From an optimization exercise on the open Yosys and OpenROAD flow, aimed at small area and a short achievable clock period; shortcuts taken in it are not production practice. The RTL was checked by simulation tests, not by an equivalence proof against the original design. Power and IR drop assume default switching activity.

`design.v`:
```
module riscv_top(
    input           clk,
    input           rst,
    input   [31:0]  Instruction,
    input   [31:0]  mem_data_in,
    output  [31:0]  mem_data_out,
    output  [31:0]  mem_address_out,
    output  [31:0]  PC,
    output          mem_we,
    output  [1:0]   mem_Write_Strobe_out
    );
reg  [31:0] pc_q;
reg         id_v;            
reg  [31:0] id_ir;
reg  [31:0] id_pc;
reg  [31:0] ex_a, ex_b, ex_c;
reg         ex_arith, ex_sub, ex_xor, ex_or, ex_and, ex_sll, ex_srl, ex_slt;
reg  [4:0]  ex_rd;
reg         ex_regw, ex_memw, ex_load;
reg  [4:0]  ex_rs2;
reg  [1:0]  ex_ws;
reg         ex_uns, ex_link;
reg  [31:0] mem_fu;
reg  [31:0] mem_c;
reg  [4:0]  mem_rd;
reg         mem_regw, mem_memw, mem_load;
reg  [4:0]  mem_rs2;
reg  [1:0]  mem_ws;
reg         mem_uns, mem_link;
reg  [31:0] wb_din;
reg  [4:0]  wb_rd;
reg         wb_regw;
reg  [31:0] rf [1:31];
reg  [31:1] rf_v;
wire [31:0] ir = id_v ? id_ir : 32'd0;
wire [6:0]  opc = ir[6:0];
wire [2:0]  f3  = ir[14:12];
wire isR     = opc == 7'b0110011;
wire isI     = opc == 7'b0010011;
wire isS     = opc == 7'b0100011;
wire isL     = opc == 7'b0000011;
wire isB     = opc == 7'b1100011;
wire isJALR  = opc == 7'b1100111;
wire isJAL   = opc == 7'b1101111;
wire isAUIPC = opc == 7'b0010111;
wire isLUI   = opc == 7'b0110111;
wire [4:0] rs1 = isLUI ? 5'd0 : ir[19:15];
wire [4:0] rs2 = ir[24:20];
wire [4:0] rd  = ir[11:7];
wire jump   = isJAL | isJALR;
wire bj     = isB | jump;
wire regw   = ~(isS | isB);
wire mux_b  = isI | isS | isL | isJAL | isLUI;
reg [31:0] imm;
always @(*) begin
    if (isS)
        imm = {{21{ir[31]}}, ir[30:25], ir[11:7]};
    else if (isB)
        imm = {{20{ir[31]}}, ir[7], ir[30:25], ir[11:8], 1'b0};
    else if (isAUIPC | isLUI)
        imm = {ir[31:12], 12'd0};
    else if (isJAL)
        imm = {11'd0, ir[31], ir[19:12], ir[20], ir[30:21], 1'b0};
    else
        imm = {{21{ir[31]}}, ir[30:20]};
end
wire alu_op  = isR | isI;
wire op_slt  = alu_op & (f3 == 3'b010 | f3 == 3'b011);
wire op_xor  = alu_op & (f3 == 3'b100);
wire op_or   = alu_op & (f3 == 3'b110);
wire op_and  = alu_op & (f3 == 3'b111);
wire op_sll  = alu_op & (f3 == 3'b001);
wire op_srl  = alu_op & (f3 == 3'b101);
wire op_sub  = (isR & f3 == 3'b000 & ir[30]) | isB;
wire op_arith = ~(op_slt | op_xor | op_or | op_and | op_sll | op_srl);
reg [1:0] ws;
always @(*) begin
    if (isS)
        ws = (f3 == 3'b000) ? 2'b00 : (f3 == 3'b001) ? 2'b01 : 2'b10;
    else
        ws = (f3[1:0] == 2'b00) ? 2'b00 : (f3 == 3'b010) ? 2'b10 : 2'b01;
end
wire        wb_we  = wb_regw & (wb_rd != 5'd0);
function [31:0] rf_read;
    input [4:0] a;
    integer k;
    begin
        rf_read = 32'd0;
        for (k = 1; k < 32; k = k + 1)
            if (a == k && rf_v[k]) rf_read = rf_read | rf[k];
    end
endfunction
wire [31:0] r1 = (wb_we && wb_rd == rs1) ? wb_din : rf_read(rs1);
wire [31:0] r2 = (wb_we && wb_rd == rs2) ? wb_din : rf_read(rs2);
integer j;
always @(posedge clk) begin
    if (wb_we) rf[wb_rd] <= wb_din;
end
always @(posedge clk or negedge rst) begin
    if (!rst)
        rf_v <= 31'd0;
    else
        for (j = 1; j < 32; j = j + 1)
            if (wb_we && wb_rd == j) rf_v[j] <= 1'b1;
end
wire [7:0] lb = (mem_fu[1:0] == 2'd0) ? mem_data_in[7:0]  :
                (mem_fu[1:0] == 2'd1) ? mem_data_in[15:8] :
                (mem_fu[1:0] == 2'd2) ? mem_data_in[23:16] : mem_data_in[31:24];
wire [15:0] lh = (mem_fu[1:0] == 2'd0) ? mem_data_in[15:0]  :
                 (mem_fu[1:0] == 2'd1) ? mem_data_in[23:8]  : mem_data_in[31:16];
reg [31:0] ld;
always @(*) begin
    case (mem_ws)
        2'b00: ld = {{24{~mem_uns & lb[7]}}, lb};
        2'b01: ld = (mem_fu[1:0] == 2'd3) ? 32'd0 : {{16{~mem_uns & lh[15]}}, lh};
        2'b10: ld = (mem_fu[1:0] == 2'd0) ? mem_data_in : 32'd0;
        default: ld = 32'd0;
    endcase
end
wire [31:0] mem_busd = mem_load ? ld : mem_fu;
wire stall_ld = ex_load & (ex_rd == rs1 | ex_rd == rs2);
wire stall_br = ex_regw & bj & (ex_rd != 5'd0) & (ex_rd == rs1 | ex_rd == rs2);
wire stall    = stall_ld | stall_br;
wire mem_fw   = mem_regw & (mem_rd != 5'd0);
wire fc1 = bj & mem_fw & (mem_rd == rs1);
wire fc2 = bj & mem_fw & (mem_rd == rs2);
wire [31:0] c1 = fc1 ? mem_busd : r1;
wire [31:0] c2 = fc2 ? mem_busd : r2;
reg cond;
always @(*) begin
    case (f3)
        3'b000: cond = (c1 == c2);
        3'b001: cond = (c1 != c2);
        3'b100, 3'b010: cond = $signed(c1) < $signed(c2);
        3'b101: cond = $signed(c1) >= $signed(c2);
        3'b110, 3'b011: cond = c1 < c2;
        default: cond = c1 >= c2;
    endcase
end
wire        taken  = (isB & cond) | jump;
wire [31:0] target = (isJALR ? c1 : id_pc) + imm;
wire [31:0] ex_res;
wire ex_fw = ex_regw & (ex_rd != 5'd0);
wire [31:0] fa = (ex_fw & ex_rd == rs1) ? ex_res : (mem_fw & mem_rd == rs1) ? mem_busd : r1;
wire [31:0] fb = (ex_fw & ex_rd == rs2) ? ex_res : (mem_fw & mem_rd == rs2) ? mem_busd : r2;
wire [31:0] bx  = ex_b ^ {32{ex_sub}};
wire [31:0] sum = ex_a + bx + {31'd0, ex_sub};
function [31:0] rev32;
    input [31:0] x;
    integer k;
    begin
        for (k = 0; k < 32; k = k + 1) rev32[k] = x[31-k];
    end
endfunction
wire [31:0] sh_in  = ex_srl ? rev32(ex_a) : ex_a;
wire [31:0] sh_out = sh_in << ex_b[4:0];
wire [31:0] shl    = ex_srl ? rev32(sh_out) : sh_out;
assign ex_res = ({32{ex_arith}} & sum)
              | ({32{ex_xor}}   & (ex_a ^ ex_b))
              | ({32{ex_or}}    & (ex_a | ex_b))
              | ({32{ex_and}}   & (ex_a & ex_b))
              | ({32{ex_sll | ex_srl}} & shl)
              | {31'd0, ex_slt};
assign PC                   = pc_q;
assign mem_address_out      = mem_fu;
assign mem_we               = mem_memw;
assign mem_Write_Strobe_out = mem_ws;
assign mem_data_out         = (wb_rd != 5'd0 && mem_rs2 == wb_rd) ? wb_din : mem_c;
always @(posedge clk or negedge rst) begin
    if (!rst) begin
        pc_q     <= 32'd0;
        id_v     <= 1'b0;
        ex_arith <= 1'b0; ex_sub <= 1'b0; ex_xor <= 1'b0; ex_or <= 1'b0;
        ex_and   <= 1'b0; ex_sll <= 1'b0; ex_srl <= 1'b0; ex_slt <= 1'b0;
        ex_rd    <= 5'd0; ex_regw <= 1'b0; ex_memw <= 1'b0; ex_load <= 1'b0;
        mem_fu   <= 32'd0;
        mem_rd   <= 5'd0; mem_regw <= 1'b0; mem_memw <= 1'b0;
        wb_rd    <= 5'd0; wb_regw <= 1'b0;
    end else begin
        if (!stall) begin
            pc_q <= taken ? target : pc_q + 32'd4;
            id_v <= ~taken;
        end
        if (stall) begin
            ex_arith <= 1'b0; ex_sub <= 1'b0; ex_xor <= 1'b0; ex_or <= 1'b0;
            ex_and   <= 1'b0; ex_sll <= 1'b0; ex_srl <= 1'b0; ex_slt <= 1'b0;
            ex_rd    <= 5'd0; ex_regw <= 1'b0; ex_memw <= 1'b0; ex_load <= 1'b0;
        end else begin
            ex_arith <= op_arith; ex_sub <= op_sub; ex_xor <= op_xor; ex_or <= op_or;
            ex_and   <= op_and;   ex_sll <= op_sll; ex_srl <= op_srl; ex_slt <= op_slt & cond;
            ex_rd    <= rd; ex_regw <= regw; ex_memw <= isS; ex_load <= isL;
        end
        mem_fu   <= ex_res;
        mem_rd   <= ex_rd; mem_regw <= ex_regw; mem_memw <= ex_memw;
        wb_rd    <= mem_rd; wb_regw <= mem_regw;
    end
end
always @(posedge clk) begin
    if (!stall) begin
        id_ir <= Instruction;
        id_pc <= pc_q;
    end
    ex_a    <= (isAUIPC | isJAL) ? id_pc : fa;
    ex_b    <= mux_b ? imm : fb;
    ex_c    <= isS ? fb : isAUIPC ? target : pc_q;
    ex_rs2  <= rs2;
    ex_ws   <= ws;
    ex_uns  <= f3[2];
    ex_link <= isAUIPC | jump;
    mem_c    <= ex_c;
    mem_load <= ex_load;
    mem_rs2  <= ex_rs2;
    mem_ws   <= ex_ws;
    mem_uns  <= ex_uns;
    mem_link <= ex_link;
    wb_din   <= mem_link ? mem_c : mem_busd;
end
endmodule
```
`run.sh`:
```
#!/bin/bash
# synth_recipe.tcl (not shown) runs the flow's synth.tcl, then flattens the netlist and writes it again
# the make line also repeats each setting of config.mk as NAME=value (left out here)
make -C /OpenROAD-flow-scripts/flow DESIGN_CONFIG=/design/flow/config.mk WORK_HOME=/design/flow/orfs CLKGATE_MAP_FILE= SYNTH_SCRIPT=/design/flow/synth_recipe.tcl finish
```
`config.mk`:
```
export PLATFORM = sky130hd
export DESIGN_NAME = riscv_top
export DESIGN_NICKNAME = riscv_top
export VERILOG_FILES = /design/flow/design.v
export SDC_FILE = /design/flow/constraint.sdc
export NUM_CORES = 4
export LEC_CHECK = 0
export CAP_MARGIN = 20
export CORE_MARGIN = 2
export CORE_UTILIZATION = 30
export PLACE_DENSITY = 0.5
export SLEW_MARGIN = 20
```
`constraint.sdc`:
```
create_clock -name core_clock -period 14.0 [get_ports {clk}]
set_input_delay 2.8000 -clock core_clock [delete_from_list [all_inputs] [get_ports {clk}]]
set_output_delay 2.8000 -clock core_clock [all_outputs]
set_load 0.01 [all_outputs]
```
==> run summary <==
==> stage by stage <==
| stage | hold WS, ps | power (mW) |
|---|---|---|
| final | 325 | 14.7 |
| after global routing | 330 | 15.0 |
| after CTS | 325 | 14.5 |
| after detailed placement | 312 | 10.3 |
| after global placement | 310 | 10.3 |
| after floorplan | 310 | 7.85 |
==> routing by layer <==
layer / vias up / track usage [%]
met5: - / 0
met4: 18 / 18.9
met3: 1601 / 13.0
met1: 30500 / 42.6
li1: 23300 / -
met2: 6308 / 44.0
==> Yosys cell counts (all sizes together) (22+ instances only) <==
cell type | n | share of area (%)
a211oi | 34 | 0.38
a21o | 72 | 0.80
a21oi | 306 | 2.3
a221o | 40 | 0.59
a221oi | 125 | 1.6
a222oi | 132 | 1.9
a22o | 134 | 1.7
a22oi | 430 | 4.8
a31oi | 38 | 0.35
a32o | 22 | 0.32
a32oi | 35 | 0.45
a41oi | 26 | 0.34
and2 | 52 | 0.48
and3 | 84 | 0.77
and4 | 42 | 0.54
buf | 121 | 0.87
clkbuf | 303 | 1.7
dfrtp | 125 | 4.6
dfxtp | 179 | 5.3
edfxtp | 1056 | 47
ha | 158 | 2.9
inv | 137 | 0.76
mux2 | 150 | 2.5
mux2i | 98 | 1.4
mux4 | 34 | 1.1
nand2 | 443 | 2.5
nand2b | 32 | 0.29
nand3 | 139 | 1.0
nand4 | 126 | 1.2
nor2 | 255 | 1.4
nor2b | 22 | 0.20
nor3 | 62 | 0.46
nor4 | 27 | 0.25
o211ai | 27 | 0.31
o21ai | 226 | 1.7
o221ai | 27 | 0.35
o22ai | 24 | 0.22
or2 | 41 | 0.38
xnor2 | 44 | 0.57
xor2 | 64 | 0.83
==> registers in the layout, indices dropped and copies added, names as in the netlist, 2 cells and up <==
signal / cells
mem_c: 32
ex_rd: 5
rf: 992
pc_q: 32
ex_ws: 2
id_pc: 32
mem_ws: 2
rf_v: 31
mem_rs2: 5
mem_rd: 5
ex_rs2: 5
mem_fu: 32
ex_a: 32
id_ir: 32
wb_din: 32
ex_c: 32
wb_rd: 5
ex_b: 32
==> worst paths after layout <==
kind / to / depth (start not counted)
max: pc_q[19]$_DFFE_PN0P_ / 22
min: mem_rs2[3]$_DFF_P_ / 0
max reg2reg: pc_q[19]$_DFFE_PN0P_ / 22
min reg2reg: mem_rs2[3]$_DFF_P_ / 0
max in group asynchronous: id_v$_DFFE_PN0P_ / 3
min in group asynchronous: ex_slt$_DFF_PN0_ / 1
==> report_power, final <==
part           total [mW]  internal, mW  switching (mW)
registers            5.90          5.26           0.635
logic                4.55          1.46            3.09
clock network        4.24          2.41            1.83
total                14.7          9.14            5.55
==> logic make-up after synthesis <==
logic type | Yosys count
simple gates | 1399
compound gates | 1866
xor+xnor | 108
mux | 282
fa+ha+maj | 160
flops | 1360
buf+inv | 563
==> worst max-delay path, delay by kind of cell, from the launching register on <==
kind	cells	cell delay (ps)
fa+ha+maj	1	350
buf+inv	4	2050
simple gates	10	4360
flops	1	430
mux	1	190
compound gates	6	1610
==> cell type report <==
cell class | count | area, µm²
timing repair buffer | 418 | 3600
clock buffer | 197 | 4210
tap | 2992 | 3740
inverter | 139 | 524
clock inverter | 79 | 1030
multi-input combinational | 3815 | 27700
fill | 21900 | 146000
antenna | 18 | 45.0
sequential | 1360 | 38400
==> results.py <==
metrics = {
    "status": {
        "outcome": "no timing/DRC/antenna violations",
    },
    "sta": {
        "setup_tns_ps": 0,
        "min_period_over_period_pct": 66.4,
        "slew_headroom_pct": 14.0,
        "hold_viol_final": 0,
        "tightest_slew_ps": 1270,
        "grt_setup_unrepaired": "false",
        "period_minus_slack_ps": 9300,
        "drv_slew": 0,
        "setup_viol": 0,
        "fin_ws_ps": 4700,
        "fmax_mhz": 108,
        "finClkSkew_ps": 74.2,
    },
    "setup_path": {
        "cpMostUsedCell": "buf_4",
        "reg2reg_slack_ps": 4700,
        "cp.required_ps": 14720,
        "cp_data_arrival_time_ps": 10010,
        "critPathKind": "flip-flop to flip-flop",
        "endpoint_kind": "flip-flop",
        "slowest_stage": "nor4_1",
        "critPathMaxStageDelay_ps": 1050,
        "path_cells": "buf_4, buf_4, and3b_1, and3_2, buf_4, a22oi_1, nand4_1, nor4_1, a31oi_1, mux2i_1, ha_1, nand4_1, nor4_1, and4_1, a311oi_1, and3_1, or3_1, a31oi_4, buf_4, nand3_1, o22a_1, o22a_1",
        "startpoint_type": "flip-flop",
        "crit_fanout": 61,
        "cp-startpoint": "id_v$_DFFE_PN0P_",
        "timing.rr.start": "id_v$_DFFE_PN0P_",
    },
    "synth": {
        "yosys.area_share.simple_pct": 10.4,
        "syn-num-nets": 5964,
        "synthAdderAreaFrac_pct": 2.97,
        "synth_top_family_by_area": "compound AO/OA/AOI/OAI gates",
        "synth-seq-cells": 1360,
        "seq_area_frac_synth_pct": 56.6,
        "async_flop_share_pct": 9.19,
        "syn_area_mm2": 0.0679,
        "synth_xor_area_share_pct": 1.39,
        "avgSynthCellArea_um2": 11.8,
        "synth.area.mux_share_pct": 5.06,
        "synth-edff-count": 1056,
        "synth_ff_type": "edfxtp_1",
        "ys_types": 103,
        "synth_compound_area_share_pct": 20.3,
        "yosysWarnings": 1,
        "synthCells": 5738,
    },
    "cts": {
        "clock_path_buffers": 3,
        "cts_buffers": 152,
        "clockRootBuffer": "clkbuf_16",
        "post_cts_resized": 0,
        "cts_setup_buffers": 0,
        "cts-htree-levels": 4,
        "cts-hold-fix-buffers": 0,
        "clock_latency_ps": 870,
        "clk_pin_slew_ps": 60,
        "tritoncts": "yes",
        "clock_sinks": 1360,
    },
    "cells_and_area": {
        "syn2layout_area_growth_pct": 16.8,
        "drive_gt1_share_pct": 14.5,
        "design_area_mm2": 0.0793,
        "fin_util_pct": 35.3,
        "final_cell_mix": "1,056 x edfxtp_1, 440 x nand2_1, 430 x a22oi_1, 302 x a21oi_1, 250 x buf_4",
        "stdcell_count": 9018,
        "final_common_cell": "edfxtp_1",
        "layout.nets": 6112,
    },
    "min_path": {
        "hp-start": "ex_rs2[3]$_DFF_P_",
        "hold_class": "flip-flop to flip-flop",
    },
    "global_routing": {
        "grt_usage_pct": 32.3,
        "first_global_vias": 57000,
        "grt_antenna_before_repair": 37,
        "grt_pass1_wl_mm": 509,
        "grt_max_degree": 62,
        "overflow": 0,
    },
    "placed_design": {
        "post-dp-hpwl_mm": 250,
        "place_ws_ps": 5160,
        "io_buffers": 164,
        "placed_cells": 8722,
        "globalplace.congestion": 1.03,
        "place_area_mm2": 0.0740,
    },
    "floorplanning": {
        "dieWidth_um": 480,
        "ios": 165,
        "die_h_um": 480,
        "dieArea_mm2": 0.230,
        "start_util_pct": 30.2,
        "rows": 174,
        "core_area_mm2": 0.225,
    },
    "routing": {
        "wl_per_cell_um": 42.7,
        "wl_met2_mm": 151,
        "topRoutingLayerUsed": "met5",
        "drt_pass1_iterations": 13,
        "via_per_inst": 6.85,
        "drtAntennaViolNets": 0,
        "wl_met3_mm": 58.9,
        "wl_met1_mm": 146,
        "via_count": 61700,
        "initialDrtViolationCount": 14600,
        "routed_wl_mm": 385,
        "drc": 0,
    },
    "power": {
        "peakVddDrop_uv": 105,
        "p_leak_nw": 28.0,
        "power_density_mw_per_mm2": 185,
    },
    "job": {
        "drv_cap": 0,
    },
}

-- static timing again, ports no longer ideal --
No port has a modelled driver above. Below, the same layout with a new extraction and two added sets of constraints.
Step 1, drivers: a clkbuf_16 drives clk and a buf_2 each remaining input, both assumed.
Step 2 times the ports against the registers' clock, not the clock port: input delays grow and output delays shrink by t, the midpoint of the rising clock arrivals with the driver on.
a / b / c = ideal / step 1 / step 2; a / b = the first two.
shift t [ns]: 0.912
slack for setup (ns): 4.704 / 4.704 / 4.704
worst hold slack (ns): 0.325 / 0.325 / 0.325
slew at the worst register clock pin (ns): 0.07 / 0.07
worst slew at a driven data input, ns: 0.08
After both steps setup and hold are still met in this run. For this run, drivers alone change the setup slack by 0.000 ns; drivers and shift together by 0.000 ns.
